What follows belongs to an exercise in optimizing a design on an open flow for small area and a short achievable clock period; a production flow would make more cautious choices. Only simulation tests tie the RTL to the original design; equivalence was not proved. The flow treats the clock pin as an ideal source, which a real chip does not have. No activity file was given, so power comes from the tool's default toggle rates.

Design frequency_measurement, start of the top module:
module frequency_measurement #(
    parameter WIDTH = 32
)(
    input  logic clk,
    input  logic reset,
    input  logic [WIDTH-1:0] a, b,
    input  logic [3:0] opcode,
    output logic [WIDTH-1:0] result,
    output logic N, Z, C, V
);
Size in the first run: about 8500 cells after synthesis, about 180 flip-flops, roughly 110 I/O pins.
clock: 75.0 ns
lec_check: 0
abc_area: 1
cap_margin: 20
core_margin: 2
core_utilization: 42
cts_cluster_diameter: 40
cts_cluster_size: 10
slew_margin: 20
standard.sh (not shown) runs the stock make flow with config.mk's settings and CLKGATE_MAP_FILE= SYNTH_SCRIPT=/design/flow/synth_recipe.tcl, a recipe that flattens the netlist after the stock synthesis.
==> flow/flow/run.sh <==
#!/bin/bash
set -euo pipefail
MARGIN=$(cat flow/margin.txt)
MARGIN_CTS=$(cat flow/margin_cts.txt)
SEQ="-sequence unbuffer,sizeup,swap,buffer"
R=$PWD/orfs/results/sky130hd/frequency_measurement/base
bash standard.sh place > std_place.log 2>&1
PORTBUF=buf_2 RTARGS="$SEQ" ODB_IN=$R/3_place.odb ODB_OUT=$R/3_place.odb SDC=$R/3_place.sdc MARGIN=$MARGIN TNS=0 PROPAGATED=0 \
  openroad -no_splash -exit flow/repair.tcl > repair_place.log 2>&1
bash standard.sh cts > std_cts.log 2>&1
RTARGS="$SEQ" ODB_IN=$R/4_cts.odb ODB_OUT=$R/4_cts.odb SDC=$R/4_cts.sdc MARGIN=$MARGIN_CTS TNS=0 PROPAGATED=1 \
  openroad -no_splash -exit flow/repair.tcl > repair_cts.log 2>&1
bash standard.sh finish > std_finish.log 2>&1
==> flow/flow/margin.txt <==
45
==> flow/flow/margin_cts.txt <==
44.3
==> flow/flow/repair.tcl <==
read_liberty $::env(FLOW_HOME)/platforms/sky130hd/lib/sky130_fd_sc_hd__tt_025C_1v80.lib
read_db $::env(ODB_IN)
read_sdc $::env(SDC)
if {$::env(PROPAGATED)} { set_propagated_clock [all_clocks] }
source $::env(FLOW_HOME)/platforms/sky130hd/setRC.tcl
set_dont_use [get_lib_cells {sky130_fd_sc_hd__probe* sky130_fd_sc_hd__lpflow*}]
# the port buffers the standard flow inserts are slow delay cells; use plain buffers
if {[info exists ::env(PORTBUF)]} {
  foreach inst [get_cells {input* output*}] {
    if {[get_property $inst ref_name] == "sky130_fd_sc_hd__clkdlybuf4s50_1"} {
      replace_cell $inst [get_lib_cells sky130_fd_sc_hd__$::env(PORTBUF)]
    }
  }
}
estimate_parasitics -placement
puts "before: worst slack [sta::worst_slack_cmd max] area [rsz::design_area]"
set reps 1
if {[info exists ::env(REPEAT)]} { set reps $::env(REPEAT) }
for {set i 0} {$i < $reps} {incr i} {
  repair_timing -setup -setup_margin $::env(MARGIN) -repair_tns $::env(TNS) {*}$::env(RTARGS) -verbose
}
detailed_placement
check_placement -verbose
estimate_parasitics -placement
puts "after: worst slack [sta::worst_slack_cmd max] area [rsz::design_area]"
report_worst_slack -max
report_worst_slack -min
write_db $::env(ODB_OUT)
Then changed:
--- a/flow/config.mk
+++ b/flow/config.mk
@@ -10,3 +10,3 @@
 export CORE_MARGIN = 2
-export CORE_UTILIZATION = 42
+export CORE_UTILIZATION = 50
 export CTS_CLUSTER_DIAMETER = 40
The new run completed with no timing, DRC or antenna violations.
Register-to-register slack degrades by 0.04 ns.
Final cell count falls by a few percent.
Worst hold slack improves by 0.050 ns.
Setup slack improves by 0.014 ns.
Critical path depth rises by 3.
Flip-flop and latch count stays the same.

* * *

== TR ==
Another version of the RTL of frequency_measurement (not shown whole).
For scale: ~8,400 cells after synthesis, about 210 flip-flops, ~110 I/O pins.
==> flow/design.v (excerpt) <==
module frequency_measurement #(
    parameter WIDTH = 32
)(
    input  logic clk,
    input  logic reset,
    input  logic [WIDTH-1:0] a, b,
    input  logic [3:0] opcode,
    output logic [WIDTH-1:0] result,
    output logic N, Z, C, V
);
==> flow/config.mk <==
export PLATFORM = sky130hd
export DESIGN_NAME = frequency_measurement
export DESIGN_NICKNAME = frequency_measurement
export VERILOG_FILES = /design/flow/design.v
export SDC_FILE = /design/flow/constraint.sdc
export NUM_CORES = 4
export LEC_CHECK = 0
export ABC_AREA = 1
export CAP_MARGIN = 20
export CORE_MARGIN = 2
export CORE_UTILIZATION = 50
export CTS_CLUSTER_DIAMETER = 40
export CTS_CLUSTER_SIZE = 10
export SLEW_MARGIN = 20
==> flow/constraint.sdc <==
create_clock -name core_clock -period 75.0 [get_ports {clk}]
set_input_delay 15.0000 -clock core_clock [delete_from_list [all_inputs] [get_ports {clk}]]
set_output_delay 15.0000 -clock core_clock [all_outputs]
set_load 0.01 [all_outputs]
==> flow/flow/run.sh <==
#!/bin/bash
# Standard layout, run through the standard.sh; keeps its output in std.log.
set -e
bash standard.sh > std.log 2>&1
The flow did not stop early for TR: all stages ran, and the layout cleared the timing, DRC and antenna checks.
Edits applied to the flow inputs when going from TR to JK:
==> flow/run.sh (new file) <==
#!/bin/bash
# synth_recipe.tcl (not shown) runs the flow's synth.tcl, then flattens the netlist and writes it again
# the make line also repeats each setting of config.mk as NAME=value (left out here)
make -C /OpenROAD-flow-scripts/flow DESIGN_CONFIG=/design/flow/config.mk WORK_HOME=/design/flow/orfs CLKGATE_MAP_FILE= SYNTH_SCRIPT=/design/flow/synth_recipe.tcl finish
removed: flow/flow/run.sh
removed: flow/standard.sh
--- outcome ---
- Synthesized-area fraction occupied by adder cells: TR vs JK identical
- Delta (JK minus TR): die width comparable; leakage dissipation ~0 delta.
- From TR to JK the numbers moved as follows: number of placed cells counting well taps barely changed; via count barely changed; clock skew barely changed; core area barely changed.
- TR: all stages complete, timing, DRC and antenna checks passed
- JK: full flow OK, the timing, DRC and antenna checks passed
- Comparing TR against JK, there is no change at all in HPWL after detailed placement.

==> port drivers added, routing unchanged <==
How much do the figures lean on ideal ports? The routed layouts below were timed once more, with nothing changed but the port constraints.
Step 1, drivers: a clkbuf_16 drives clk and a buf_2 each remaining input, both assumed.
Step 2, shift: input delay + t, output delay - t, t = (earliest + latest rising clock arrival at the registers) / 2. This alone moves slack from input paths to output paths.
Three values: no drivers, after step 1, after step 2; two values: the first two.
| run | t, ns | setup WS [ns] | hold WS [ns] | slew at the worst register clock pin (ns) |
|---|---|---|---|---|
| the first run of note 1 | 0.567 | 43.943 / 43.877 / 44.393 | 0.461 / 0.461 / 0.461 | 0.09 / 0.09 |
| the second run of note 1 | 0.579 | 43.958 / 43.883 / 44.350 | 0.511 / 0.511 / 0.511 | 0.10 / 0.10 |
| TR | 0.716 | 37.617 / 37.617 / 37.617 | 0.325 / 0.325 / 0.325 | 0.06 / 0.06 |
| JK | 0.716 | 37.617 / 37.617 / 37.617 | 0.325 / 0.325 / 0.325 | 0.06 / 0.06 |
After both steps setup and hold are still met in every run listed.
